What follows belongs to an exercise in optimizing a design on an open flow for small area and a short achievable clock period; a production flow would make more cautious choices. At most, simulation tests tie the RTL to the original design; equivalence was not proved.

== before ==
==> flow/design.v <==
module median9_window (
    input            clk,
    input            rst,
    input            shift,
    input      [7:0] pixel_in,
    output     [7:0] median        
);
    reg  [7:0] p [0:8];
    reg        t [0:7][0:7];       
    wire [7:0] gt;                 
    wire [7:0] prec [0:8];       
    wire [8:0] sel;
    genvar a, b;
    generate
        for (a = 0; a < 8; a = a + 1) begin : g_cmp
            greater8 u_gt (.x(p[a]), .y_n(~p[8]), .gt(gt[a]));
        end
        for (b = 0; b < 9; b = b + 1) begin : g_rank
            for (a = 0; a < 8; a = a + 1) begin : g_other
                if (a < b) begin : g_older
                    if (b == 8) begin : g_new
                        assign prec[b][a] = ~gt[a];
                    end else begin : g_old
                        assign prec[b][a] = ~t[a][b];
                    end
                end else begin : g_newer
                    if (a + 1 == 8) begin : g_new
                        assign prec[b][a] = gt[b];
                    end else begin : g_old
                        assign prec[b][a] = t[b][a+1];
                    end
                end
            end
            exactly4of8 u_rank (.x(prec[b]), .y(sel[b]));
        end
    endgenerate
    assign median = ({8{sel[0]}} & p[0]) | ({8{sel[1]}} & p[1]) | ({8{sel[2]}} & p[2])
                  | ({8{sel[3]}} & p[3]) | ({8{sel[4]}} & p[4]) | ({8{sel[5]}} & p[5])
                  | ({8{sel[6]}} & p[6]) | ({8{sel[7]}} & p[7]) | ({8{sel[8]}} & p[8]);
    integer i, j;
    always @(posedge clk or posedge rst) begin
        if (rst) begin
            for (i = 0; i < 9; i = i + 1)
                p[i] <= 8'd0;
            for (i = 0; i < 8; i = i + 1)
                for (j = 0; j < 8; j = j + 1)
                    t[i][j] <= 1'b0;
        end else if (shift) begin
            for (i = 0; i < 8; i = i + 1)
                p[i] <= p[i+1];
            p[8] <= pixel_in;
            for (i = 0; i < 7; i = i + 1) begin
                for (j = i + 1; j < 7; j = j + 1)
                    t[i][j] <= t[i+1][j+1];
                t[i][7] <= gt[i+1];
            end
        end
    end
endmodule
module greater8 (
    input  [7:0] x,
    input  [7:0] y_n,
    output       gt
);
    wire [8:0] c;
    assign c[0] = 1'b0;
    genvar k;
    generate
        for (k = 0; k < 8; k = k + 1) begin : g_bit
            assign c[k+1] = (x[k] & y_n[k]) | (c[k] & (x[k] | y_n[k]));
        end
    endgenerate
    assign gt = c[8];
endmodule
module exactly4of8 (
    input  [7:0] x,
    output       y
);
    wire s0 = x[0] ^ x[1] ^ x[2];
    wire c0 = (x[0] & x[1]) | (x[2] & (x[0] ^ x[1]));
    wire s1 = x[3] ^ x[4] ^ x[5];
    wire c1 = (x[3] & x[4]) | (x[5] & (x[3] ^ x[4]));
    wire s2 = x[6] ^ x[7];
    wire c2 = x[6] & x[7];
    wire s3 = s0 ^ s1 ^ s2;
    wire c3 = (s0 & s1) | (s2 & (s0 ^ s1));
    wire two = ((c0 ^ c1) & (c2 ^ c3)) | (c0 & c1 & ~c2 & ~c3) | (~c0 & ~c1 & c2 & c3);
    assign y = ~s3 & two;
endmodule
module sobel_mag (
    input         clk,
    input  [71:0] w,       
    output [7:0]  mag
);
    wire [7:0] w0 = w[0 +: 8], w1 = w[8 +: 8], w2 = w[16 +: 8];
    wire [7:0] w3 = w[24 +: 8], w5 = w[40 +: 8];
    wire [7:0] w6 = w[48 +: 8], w7 = w[56 +: 8], w8 = w[64 +: 8];
    wire [7:0] s17, s26, s53, s80;
    wire       c17, c26, c53, c80;
    rca #(8) u17 (.a(w1), .b(~w7), .cin(1'b1), .s(s17), .cout(c17));
    rca #(8) u26 (.a(w2), .b(~w6), .cin(1'b1), .s(s26), .cout(c26));
    rca #(8) u53 (.a(w5), .b(~w3), .cin(1'b1), .s(s53), .cout(c53));
    rca #(8) u80 (.a(w8), .b(~w0), .cin(1'b1), .s(s80), .cout(c80));
    wire [8:0] d17 = {~c17, s17}, d26 = {~c26, s26};
    wire [8:0] d53 = {~c53, s53}, d80 = {~c80, s80};
    wire [9:0]  e, f;
    wire        ce, cf;
    rca #(10) ue (.a({d53[8], d53}), .b({d26[8], d26}), .cin(1'b0), .s(e), .cout(ce));
    rca #(10) uf (.a({d53[8], d53}), .b({d80[8], d80}), .cin(1'b0), .s(f), .cout(cf));
    wire [10:0] sa, sb;
    wire        ca, cb;
    rca #(11) ua (.a({e[9], e}), .b({{2{d17[8]}}, d17}), .cin(1'b0), .s(sa), .cout(ca));
    rca #(11) ub (.a({f[9], f}), .b(~{{2{d17[8]}}, d17}), .cin(1'b1), .s(sb), .cout(cb));
    reg [10:0] da, db;
    always @(posedge clk) begin
        da <= sa;
        db <= sb;
    end
    wire neg_a = da[10], neg_b = db[10];
    wire big_a = ~((da[10:7] == 4'b0000) | ((da[10:7] == 4'b1111) & (da[6:0] != 7'd0)));
    wire big_b = ~((db[10:7] == 4'b0000) | ((db[10:7] == 4'b1111) & (db[6:0] != 7'd0)));
    wire [6:0] a1 = da[6:0] ^ {7{neg_a}};
    wire [6:0] b1 = db[6:0] ^ {7{neg_b}};
    wire [6:0] cmp_s;
    wire       pick_a;
    rca #(7) uc (.a(a1), .b(~b1), .cin(~(neg_b & ~neg_a)), .s(cmp_s), .cout(pick_a));
    wire [6:0] mx1 = pick_a ? a1 : b1;
    wire       inc = pick_a ? neg_a : neg_b;
    wire [7:0] mx;
    rca #(7) ui (.a(mx1), .b(7'd0), .cin(inc), .s(mx[6:0]), .cout(mx[7]));
    reg [7:0] mag_q;
    always @(posedge clk)
        mag_q <= (big_a | big_b) ? 8'd255 : {mx[6:0], 1'b0};
    assign mag = mag_q;
endmodule
module rca #(parameter N = 8) (
    input  [N-1:0] a,
    input  [N-1:0] b,
    input          cin,
    output [N-1:0] s,
    output         cout
);
    wire [N:0] c;
    assign c[0] = cin;
    genvar k;
    generate
        for (k = 0; k < N; k = k + 1) begin : g_bit
            assign s[k]   = a[k] ^ b[k] ^ c[k];
            assign c[k+1] = (a[k] & b[k]) | (c[k] & (a[k] ^ b[k]));
        end
    endgenerate
    assign cout = c[N];
endmodule
module image_filter_top (
    input        clk,
    input        rst,
    input  [7:0] pixel_in,
    input        valid_in,
    output [7:0] pixel_out,
    output       valid_out
);
    wire [7:0] med;
    reg  [7:0] m [0:8];
    reg        v1, v2;
    median9_window u_median (
        .clk(clk), .rst(rst), .shift(valid_in), .pixel_in(pixel_in), .median(med)
    );
    sobel_mag u_sobel (
        .clk(clk),
        .w({m[8], m[7], m[6], m[5], m[4], m[3], m[2], m[1], m[0]}),
        .mag(pixel_out)
    );
    integer i;
    always @(posedge clk or posedge rst) begin
        if (rst) begin
            for (i = 0; i < 9; i = i + 1)
                m[i] <= 8'd0;
            v1 <= 1'b0;
            v2 <= 1'b0;
        end else begin
            if (valid_in) begin
                for (i = 0; i < 8; i = i + 1)
                    m[i] <= m[i+1];
                m[8] <= med;
            end
            v1 <= valid_in;
            v2 <= v1;
        end
    end
    assign valid_out = v2;
endmodule
make LEC_CHECK=0 CAP_MARGIN=20 CORE_MARGIN=2 CORE_UTILIZATION=40 SLEW_MARGIN=20 finish   # period 24.0 ns
run.sh (not shown) runs the stock make flow with config.mk's settings and CLKGATE_MAP_FILE= SYNTH_SCRIPT=/design/flow/synth_recipe.tcl, a recipe that flattens the netlist after the stock synthesis.
### before -> after
--- a/flow/design.v
+++ b/flow/design.v
@@ -31,9 +31,12 @@
                     end
                 end
             end
-            exactly4of8 u_rank (.x(prec[b]), .y(sel[b]));
+            if (b < 8) begin : g_sel
+                exactly4of8 u_rank (.x(prec[b]), .y(sel[b]));
+            end
         end
     endgenerate
+    assign sel[8] = ~|sel[7:0];
     assign median = ({8{sel[0]}} & p[0]) | ({8{sel[1]}} & p[1]) | ({8{sel[2]}} & p[2])
                   | ({8{sel[3]}} & p[3]) | ({8{sel[4]}} & p[4]) | ({8{sel[5]}} & p[5])
                   | ({8{sel[6]}} & p[6]) | ({8{sel[7]}} & p[7]) | ({8{sel[8]}} & p[8]);
@@ -159,11 +162,15 @@
     output [7:0] pixel_out,
     output       valid_out
 );
+    reg  [7:0] pix_q;              
+    reg        take;
     wire [7:0] med;
     reg  [7:0] m [0:8];
     reg        v1, v2;
+    always @(posedge clk)
+        pix_q <= pixel_in;
     median9_window u_median (
-        .clk(clk), .rst(rst), .shift(valid_in), .pixel_in(pixel_in), .median(med)
+        .clk(clk), .rst(rst), .shift(take), .pixel_in(pix_q), .median(med)
     );
     sobel_mag u_sobel (
         .clk(clk),
@@ -175,15 +182,17 @@
         if (rst) begin
             for (i = 0; i < 9; i = i + 1)
                 m[i] <= 8'd0;
+            take <= 1'b0;
             v1 <= 1'b0;
             v2 <= 1'b0;
         end else begin
-            if (valid_in) begin
+            if (take) begin
                 for (i = 0; i < 8; i = i + 1)
                     m[i] <= m[i+1];
                 m[8] <= med;
             end
-            v1 <= valid_in;
+            take <= valid_in;
+            v1 <= take;
             v2 <= v1;
         end
     end
[summary]
- Across both runs, share of synthesized registers carrying an async set or reset was lower for after than for before.
- Compared to before, after has final standard cell area without fillers 1.6% higher.
- Taking before as the reference, in after fraction of the mapped netlist area in simple logic gates saw an increase, layout sequential cell count rose 9, wire length increased by 3.9% relative to the old numbers, area growth from synthesis to final layout went up.
- Placed cell count: before vs after, no meaningful difference
- Diff before -> after: vertical die dimension rose 0.53%; worst endpoint required time rose 0.12 ns.
Function not checked in after: the RTL went through the layout flow alone.

## what the ideal ports hide
No port has a modelled driver above. Below, the same layouts with a new extraction and two added sets of constraints. Step 1, drivers: a clkbuf_16 drives clk and a buf_2 each remaining input, both assumed. Step 2 adds t to the input delays and takes it off the output delays; t is the mean of the earliest and latest rising clock arrival at the registers after step 1. Input paths then give back, and output paths get back, about the clock's delay inside the block. Three values: no drivers, after step 1, after step 2; two values: the first two.
run	shift t [ns]	setup slack, ns	worst setup path at the end	cell pins on the clock port's net
before	0.544	17.416 / 17.428 / 16.885	input to register	1
after	0.566	17.577 / 17.603 / 17.038	input, reset recovery	1
After both steps setup and hold are still met in every run listed. The setup slack of after, which loses most, moves by +0.026 ns with the drivers and by -0.539 ns with both steps. The worst setup slack also covers recovery checks on asynchronous resets.
